This is an optimization exercise on Yosys and OpenROAD, whose aim is small area, not a production implementation. The RTL was checked by simulation tests, not by an equivalence proof against the original design. The flow treats the clock pin as an ideal source. Dropping or thinning the clock tree relies on that and would not hold on a real chip.

==> job 5011: inputs <==
Design op_code, start of the top module:
module op_code(
    input clk, reset_p,
    input [3:0] key_value,
    input key_valid,
    output [63:0] result_bcd,
    output [15:0] led
);
==> flow/config.mk <==
export PLATFORM = sky130hd
export DESIGN_NAME = op_code
export DESIGN_NICKNAME = op_code
export VERILOG_FILES = /design/flow/design.v
export SDC_FILE = /design/flow/constraint.sdc
export NUM_CORES = 8
export LEC_CHECK = 0
export CAP_MARGIN = 20
export CORE_MARGIN = 2
export CORE_UTILIZATION = 65
export SLEW_MARGIN = 20
==> flow/constraint.sdc <==
create_clock -name core_clock -period 320.0 [get_ports {clk}]
set_input_delay 64.0000 -clock core_clock [delete_from_list [all_inputs] [get_ports {clk}]]
set_output_delay 64.0000 -clock core_clock [all_outputs]
set_load 0.01 [all_outputs]
standard.sh (not shown) runs the stock make flow with config.mk's settings and CLKGATE_MAP_FILE= SYNTH_SCRIPT=/design/flow/synth_recipe.tcl, a recipe that flattens the netlist after the stock synthesis.
==> flow/flow/run.sh <==
#!/bin/bash
# Own layout flow: the standard ORFS flow (standard.sh) with these changes
#  - synthesis maps the logic with an area-oriented ABC script (flow/abc.script);
#    registers are mapped before ABC runs, so they are the standard synthesis's
#  - the clock tree is built by flow/cts_custom.tcl (a root buffer and a few leaf
#    buffers, each driving an equal share of the registers) instead of
#    clock_tree_synthesis; the rest of the CTS step (legalizing, repair) is ORFS's
#  - extra ORFS variables from flow/make_args (one NAME=value per line), e.g.
#    the port buffer cell
# Each tool's full output is in orfs/logs/...; make's own output is in flow.log.
set -euo pipefail
W=$PWD
rm -rf "$W/scripts_mod"
cp -r "$FLOW_HOME/scripts" "$W/scripts_mod"
cp "$W/flow/abc.script" "$W/scripts_mod/abc_speed.script"
grep -q '^log_cmd clock_tree_synthesis {\*}\$cts_args$' "$W/scripts_mod/cts.tcl"
sed -i "s#^log_cmd clock_tree_synthesis {\*}\$cts_args\$#source $W/flow/cts_custom.tcl#" "$W/scripts_mod/cts.tcl"
grep -q "cts_custom.tcl" "$W/scripts_mod/cts.tcl"
args=("SCRIPTS_DIR=$W/scripts_mod")
if [[ -f "$W/flow/make_args" ]]; then
  while IFS= read -r line; do
    [[ -n "$line" && "$line" != \#* ]] && args+=("$line")
  done < "$W/flow/make_args"
fi
bash "$W/standard.sh" "${args[@]}" finish > "$W/flow.log" 2>&1
==> flow/flow/abc.script <==
strash
balance
rewrite -z
refactor -z
rewrite -z
resub -K 8 -z
rewrite -z
dch -f
amap -F 10 -C 3000
topo
==> flow/flow/make_args <==
BUFFER_PORTS_ARGS=-buffer_cell sky130_fd_sc_hd__buf_1
DONT_USE_CELLS=sky130_fd_sc_hd__probe_p_8 sky130_fd_sc_hd__probec_p_8 sky130_fd_sc_hd__lpflow_bleeder_1 sky130_fd_sc_hd__lpflow_clkbufkapwr_1 sky130_fd_sc_hd__lpflow_clkbufkapwr_16 sky130_fd_sc_hd__lpflow_clkbufkapwr_2 sky130_fd_sc_hd__lpflow_clkbufkapwr_4 sky130_fd_sc_hd__lpflow_clkbufkapwr_8 sky130_fd_sc_hd__lpflow_clkinvkapwr_1 sky130_fd_sc_hd__lpflow_clkinvkapwr_16 sky130_fd_sc_hd__lpflow_clkinvkapwr_2 sky130_fd_sc_hd__lpflow_clkinvkapwr_4 sky130_fd_sc_hd__lpflow_clkinvkapwr_8 sky130_fd_sc_hd__lpflow_decapkapwr_12 sky130_fd_sc_hd__lpflow_decapkapwr_3 sky130_fd_sc_hd__lpflow_decapkapwr_4 sky130_fd_sc_hd__lpflow_decapkapwr_6 sky130_fd_sc_hd__lpflow_decapkapwr_8 sky130_fd_sc_hd__lpflow_inputiso0n_1 sky130_fd_sc_hd__lpflow_inputiso0p_1 sky130_fd_sc_hd__lpflow_inputiso1n_1 sky130_fd_sc_hd__lpflow_inputiso1p_1 sky130_fd_sc_hd__lpflow_inputisolatch_1 sky130_fd_sc_hd__lpflow_isobufsrc_1 sky130_fd_sc_hd__lpflow_isobufsrc_16 sky130_fd_sc_hd__lpflow_isobufsrc_2 sky130_fd_sc_hd__lpflow_isobufsrc_4 sky130_fd_sc_hd__lpflow_isobufsrc_8 sky130_fd_sc_hd__lpflow_isobufsrckapwr_16 sky130_fd_sc_hd__lpflow_lsbuf_lh_hl_isowell_tap_1 sky130_fd_sc_hd__lpflow_lsbuf_lh_hl_isowell_tap_2 sky130_fd_sc_hd__lpflow_lsbuf_lh_hl_isowell_tap_4 sky130_fd_sc_hd__lpflow_lsbuf_lh_isowell_4 sky130_fd_sc_hd__lpflow_lsbuf_lh_isowell_tap_1 sky130_fd_sc_hd__lpflow_lsbuf_lh_isowell_tap_2 sky130_fd_sc_hd__lpflow_lsbuf_lh_isowell_tap_4 sky130_fd_sc_hd__fill_1 sky130_fd_sc_hd__fill_2 sky130_fd_sc_hd__fill_4 sky130_fd_sc_hd__fill_8  sky130_fd_sc_hd__buf_6 sky130_fd_sc_hd__buf_8 sky130_fd_sc_hd__buf_12 sky130_fd_sc_hd__buf_16 sky130_fd_sc_hd__bufinv_8 sky130_fd_sc_hd__bufinv_16 sky130_fd_sc_hd__inv_6 sky130_fd_sc_hd__inv_8 sky130_fd_sc_hd__inv_12 sky130_fd_sc_hd__inv_16 sky130_fd_sc_hd__clkinv_8 sky130_fd_sc_hd__clkinv_16 sky130_fd_sc_hd__clkinvlp_4 sky130_fd_sc_hd__dlygate4sd1_1 sky130_fd_sc_hd__dlygate4sd2_1 sky130_fd_sc_hd__dlygate4sd3_1 sky130_fd_sc_hd__clkdlybuf4s15_1 sky130_fd_sc_hd__clkdlybuf4s15_2 sky130_fd_sc_hd__clkdlybuf4s18_1 sky130_fd_sc_hd__clkdlybuf4s18_2 sky130_fd_sc_hd__clkdlybuf4s25_1 sky130_fd_sc_hd__clkdlybuf4s25_2 sky130_fd_sc_hd__clkdlybuf4s50_1 sky130_fd_sc_hd__clkdlybuf4s50_2 sky130_fd_sc_hd__dlymetal6s2s_1 sky130_fd_sc_hd__dlymetal6s4s_1 sky130_fd_sc_hd__dlymetal6s6s_1
Other scripts of this flow, unchanged in this note and not shown: flow/flow/cts_custom.tcl
==> inputs of job 6899, as changes to job 5011 <==
==> flow/flow/abc.script (replaced) <==
strash
dch -f
amap
topo
==> flow/flow/make_args (replaced) <==
BUFFER_PORTS_ARGS=-buffer_cell sky130_fd_sc_hd__buf_1
DONT_USE_CELLS=sky130_fd_sc_hd__probe_p_8 sky130_fd_sc_hd__probec_p_8 sky130_fd_sc_hd__lpflow_bleeder_1 sky130_fd_sc_hd__lpflow_clkbufkapwr_1 sky130_fd_sc_hd__lpflow_clkbufkapwr_16 sky130_fd_sc_hd__lpflow_clkbufkapwr_2 sky130_fd_sc_hd__lpflow_clkbufkapwr_4 sky130_fd_sc_hd__lpflow_clkbufkapwr_8 sky130_fd_sc_hd__lpflow_clkinvkapwr_1 sky130_fd_sc_hd__lpflow_clkinvkapwr_16 sky130_fd_sc_hd__lpflow_clkinvkapwr_2 sky130_fd_sc_hd__lpflow_clkinvkapwr_4 sky130_fd_sc_hd__lpflow_clkinvkapwr_8 sky130_fd_sc_hd__lpflow_decapkapwr_12 sky130_fd_sc_hd__lpflow_decapkapwr_3 sky130_fd_sc_hd__lpflow_decapkapwr_4 sky130_fd_sc_hd__lpflow_decapkapwr_6 sky130_fd_sc_hd__lpflow_decapkapwr_8 sky130_fd_sc_hd__lpflow_inputiso0n_1 sky130_fd_sc_hd__lpflow_inputiso0p_1 sky130_fd_sc_hd__lpflow_inputiso1n_1 sky130_fd_sc_hd__lpflow_inputiso1p_1 sky130_fd_sc_hd__lpflow_inputisolatch_1 sky130_fd_sc_hd__lpflow_isobufsrc_1 sky130_fd_sc_hd__lpflow_isobufsrc_16 sky130_fd_sc_hd__lpflow_isobufsrc_2 sky130_fd_sc_hd__lpflow_isobufsrc_4 sky130_fd_sc_hd__lpflow_isobufsrc_8 sky130_fd_sc_hd__lpflow_isobufsrckapwr_16 sky130_fd_sc_hd__lpflow_lsbuf_lh_hl_isowell_tap_1 sky130_fd_sc_hd__lpflow_lsbuf_lh_hl_isowell_tap_2 sky130_fd_sc_hd__lpflow_lsbuf_lh_hl_isowell_tap_4 sky130_fd_sc_hd__lpflow_lsbuf_lh_isowell_4 sky130_fd_sc_hd__lpflow_lsbuf_lh_isowell_tap_1 sky130_fd_sc_hd__lpflow_lsbuf_lh_isowell_tap_2 sky130_fd_sc_hd__lpflow_lsbuf_lh_isowell_tap_4 sky130_fd_sc_hd__fill_1 sky130_fd_sc_hd__fill_2 sky130_fd_sc_hd__fill_4 sky130_fd_sc_hd__fill_8  sky130_fd_sc_hd__buf_6 sky130_fd_sc_hd__buf_8 sky130_fd_sc_hd__buf_12 sky130_fd_sc_hd__buf_16 sky130_fd_sc_hd__bufinv_8 sky130_fd_sc_hd__bufinv_16 sky130_fd_sc_hd__inv_6 sky130_fd_sc_hd__inv_8 sky130_fd_sc_hd__inv_12 sky130_fd_sc_hd__inv_16 sky130_fd_sc_hd__clkinv_8 sky130_fd_sc_hd__clkinv_16 sky130_fd_sc_hd__clkinvlp_4
CORE_UTILIZATION = 40   (was 65)
CTS_BUF_LIST = sky130_fd_sc_hd__clkbuf_8   (was not set)
CTS_CLUSTER_SIZE = 20   (was not set)
==> inputs of job 3182, as changes to job 5011 <==
==> flow/flow/make_args (replaced) <==
BUFFER_PORTS_ARGS=-buffer_cell sky130_fd_sc_hd__buf_1
DONT_USE_CELLS=sky130_fd_sc_hd__probe_p_8 sky130_fd_sc_hd__probec_p_8 sky130_fd_sc_hd__lpflow_bleeder_1 sky130_fd_sc_hd__lpflow_clkbufkapwr_1 sky130_fd_sc_hd__lpflow_clkbufkapwr_16 sky130_fd_sc_hd__lpflow_clkbufkapwr_2 sky130_fd_sc_hd__lpflow_clkbufkapwr_4 sky130_fd_sc_hd__lpflow_clkbufkapwr_8 sky130_fd_sc_hd__lpflow_clkinvkapwr_1 sky130_fd_sc_hd__lpflow_clkinvkapwr_16 sky130_fd_sc_hd__lpflow_clkinvkapwr_2 sky130_fd_sc_hd__lpflow_clkinvkapwr_4 sky130_fd_sc_hd__lpflow_clkinvkapwr_8 sky130_fd_sc_hd__lpflow_decapkapwr_12 sky130_fd_sc_hd__lpflow_decapkapwr_3 sky130_fd_sc_hd__lpflow_decapkapwr_4 sky130_fd_sc_hd__lpflow_decapkapwr_6 sky130_fd_sc_hd__lpflow_decapkapwr_8 sky130_fd_sc_hd__lpflow_inputiso0n_1 sky130_fd_sc_hd__lpflow_inputiso0p_1 sky130_fd_sc_hd__lpflow_inputiso1n_1 sky130_fd_sc_hd__lpflow_inputiso1p_1 sky130_fd_sc_hd__lpflow_inputisolatch_1 sky130_fd_sc_hd__lpflow_isobufsrc_1 sky130_fd_sc_hd__lpflow_isobufsrc_16 sky130_fd_sc_hd__lpflow_isobufsrc_2 sky130_fd_sc_hd__lpflow_isobufsrc_4 sky130_fd_sc_hd__lpflow_isobufsrc_8 sky130_fd_sc_hd__lpflow_isobufsrckapwr_16 sky130_fd_sc_hd__lpflow_lsbuf_lh_hl_isowell_tap_1 sky130_fd_sc_hd__lpflow_lsbuf_lh_hl_isowell_tap_2 sky130_fd_sc_hd__lpflow_lsbuf_lh_hl_isowell_tap_4 sky130_fd_sc_hd__lpflow_lsbuf_lh_isowell_4 sky130_fd_sc_hd__lpflow_lsbuf_lh_isowell_tap_1 sky130_fd_sc_hd__lpflow_lsbuf_lh_isowell_tap_2 sky130_fd_sc_hd__lpflow_lsbuf_lh_isowell_tap_4 sky130_fd_sc_hd__fill_1 sky130_fd_sc_hd__fill_2 sky130_fd_sc_hd__fill_4 sky130_fd_sc_hd__fill_8  sky130_fd_sc_hd__buf_6 sky130_fd_sc_hd__buf_8 sky130_fd_sc_hd__buf_12 sky130_fd_sc_hd__buf_16 sky130_fd_sc_hd__bufinv_8 sky130_fd_sc_hd__bufinv_16 sky130_fd_sc_hd__inv_6 sky130_fd_sc_hd__inv_8 sky130_fd_sc_hd__inv_12 sky130_fd_sc_hd__inv_16 sky130_fd_sc_hd__clkinv_8 sky130_fd_sc_hd__clkinv_16 sky130_fd_sc_hd__clkinvlp_4 sky130_fd_sc_hd__dlygate4sd1_1 sky130_fd_sc_hd__dlygate4sd2_1 sky130_fd_sc_hd__dlygate4sd3_1 sky130_fd_sc_hd__clkdlybuf4s15_1 sky130_fd_sc_hd__clkdlybuf4s15_2 sky130_fd_sc_hd__clkdlybuf4s18_1 sky130_fd_sc_hd__clkdlybuf4s18_2 sky130_fd_sc_hd__clkdlybuf4s25_1 sky130_fd_sc_hd__clkdlybuf4s25_2 sky130_fd_sc_hd__clkdlybuf4s50_1 sky130_fd_sc_hd__clkdlybuf4s50_2 sky130_fd_sc_hd__dlymetal6s2s_1 sky130_fd_sc_hd__dlymetal6s4s_1 sky130_fd_sc_hd__dlymetal6s6s_1
RECOVER_POWER=100
==> results.sh <==
export IMPL_multi_input_cells=446
export IMPL_slew_headroom=0.299
export IMPL_clk_latency_ns=0.41
export IMPL_synthTopCellsByArea="dfrtp_1, edfxtp_1, dfxtp_1"
export IMPL_status="complete, no violations"
export IMPL_crit_fanout=20
export IMPL_seq_area_frac=0.471
export IMPL_synth_top_area_frac=0.271
export IMPL_wl_met2_um=7700
export IMPL_fmax_mhz=11.9
export IMPL_dp_hpwl_um=11500
the above is filed under job 5011

==> results.sh <==
export IMPL_status="complete, no violations"
export IMPL_dp_hpwl_um=12000
export IMPL_wl_met2_um=7740
export IMPL_seq_area_um2=3900
export IMPL_slew_headroom=0.266
export IMPL_clk_latency_ns=0.44
export IMPL_fmax_mhz=11.9
export IMPL_holdPathEnd="R1[24]$_DFFE_PP_"
export IMPL_finClkSkew_ns=0.0137
export IMPL_stdcell_count=1095
export IMPL_multi_input_cells=460
export IMPL_crit_fanout=19
export IMPL_critPathRequiredTime_ns=320.19
export IMPL_seq_area_frac=0.456
export IMPL_cts_resized=0
export IMPL_synthTopCellsByArea="dfrtp_1, edfxtp_1, dfxtp_1"
export IMPL_num_tap_cells=234
export IMPL_synth_top_area_frac=0.267
the above is filed under job 6899

==> results.sh <==
export IMPL_final_common_cell="clkinv_1"
export IMPL_drv_cap=5
export IMPL_maxSlewViolCount=176
export IMPL_cpMaxStageDelayCell="clkinv_1"
export IMPL_clk_latency_ns=0.41
export IMPL_synthFlopType="dfrtp_1"
export IMPL_wl_met2_um=7710
export IMPL_dp_hpwl_um=11500
export IMPL_synthTopCellsByArea="dfrtp_1, edfxtp_1, dfxtp_1"
export IMPL_multi_input_cells=446
export IMPL_seq_area_frac=0.472
export IMPL_layout_setup_ws_ns=236.09
export IMPL_synth_top_area_frac=0.271
export IMPL_fmax_mhz=11.9
export IMPL_crit_fanout=20
export IMPL_so_faults="capacitance limit, slew limit"
export IMPL_status="failed layout checks"
the above is filed under job 3182

No run of this note takes its clock network from TritonCTS; it comes from the design's own scripts or RTL.

==> what the ideal ports hide <==
The results above use ideal ports. As a check the final layouts listed here were re-extracted and re-timed, cells and wires unchanged.
Step 1 (the two cells are an assumption about what drives the block):
set clk [get_ports {clk}]
set_driving_cell -lib_cell sky130_fd_sc_hd__clkbuf_16 $clk
set_driving_cell -lib_cell sky130_fd_sc_hd__buf_2 [delete_from_list [all_inputs] $clk]
Step 2 moves the port delays by t, midway between the first and last clock arrival at a register: inputs arrive t later, outputs are due t later. That takes back most of the time a late clock gives input paths.
Slacks: ideal ports / drivers / drivers and shift; pairs: ideal ports / drivers.
run | t, ns | setup slack, ns | worst hold slack (ns) | cell pins on the clock port's net
job 5011 | 0.442 | 236.130 / 236.141 / 235.699 | 0.432 / 0.432 / 0.432 | 1
job 6899 | 0.468 | 235.719 / 235.736 / 235.268 | 0.433 / 0.433 / 0.433 | 1
job 3182 | 0.440 | 236.090 / 236.099 / 235.659 | 0.434 / 0.434 / 0.434 | 1
For job 6899, which loses most, drivers alone change the setup slack by +0.017 ns; drivers and shift together by -0.451 ns.
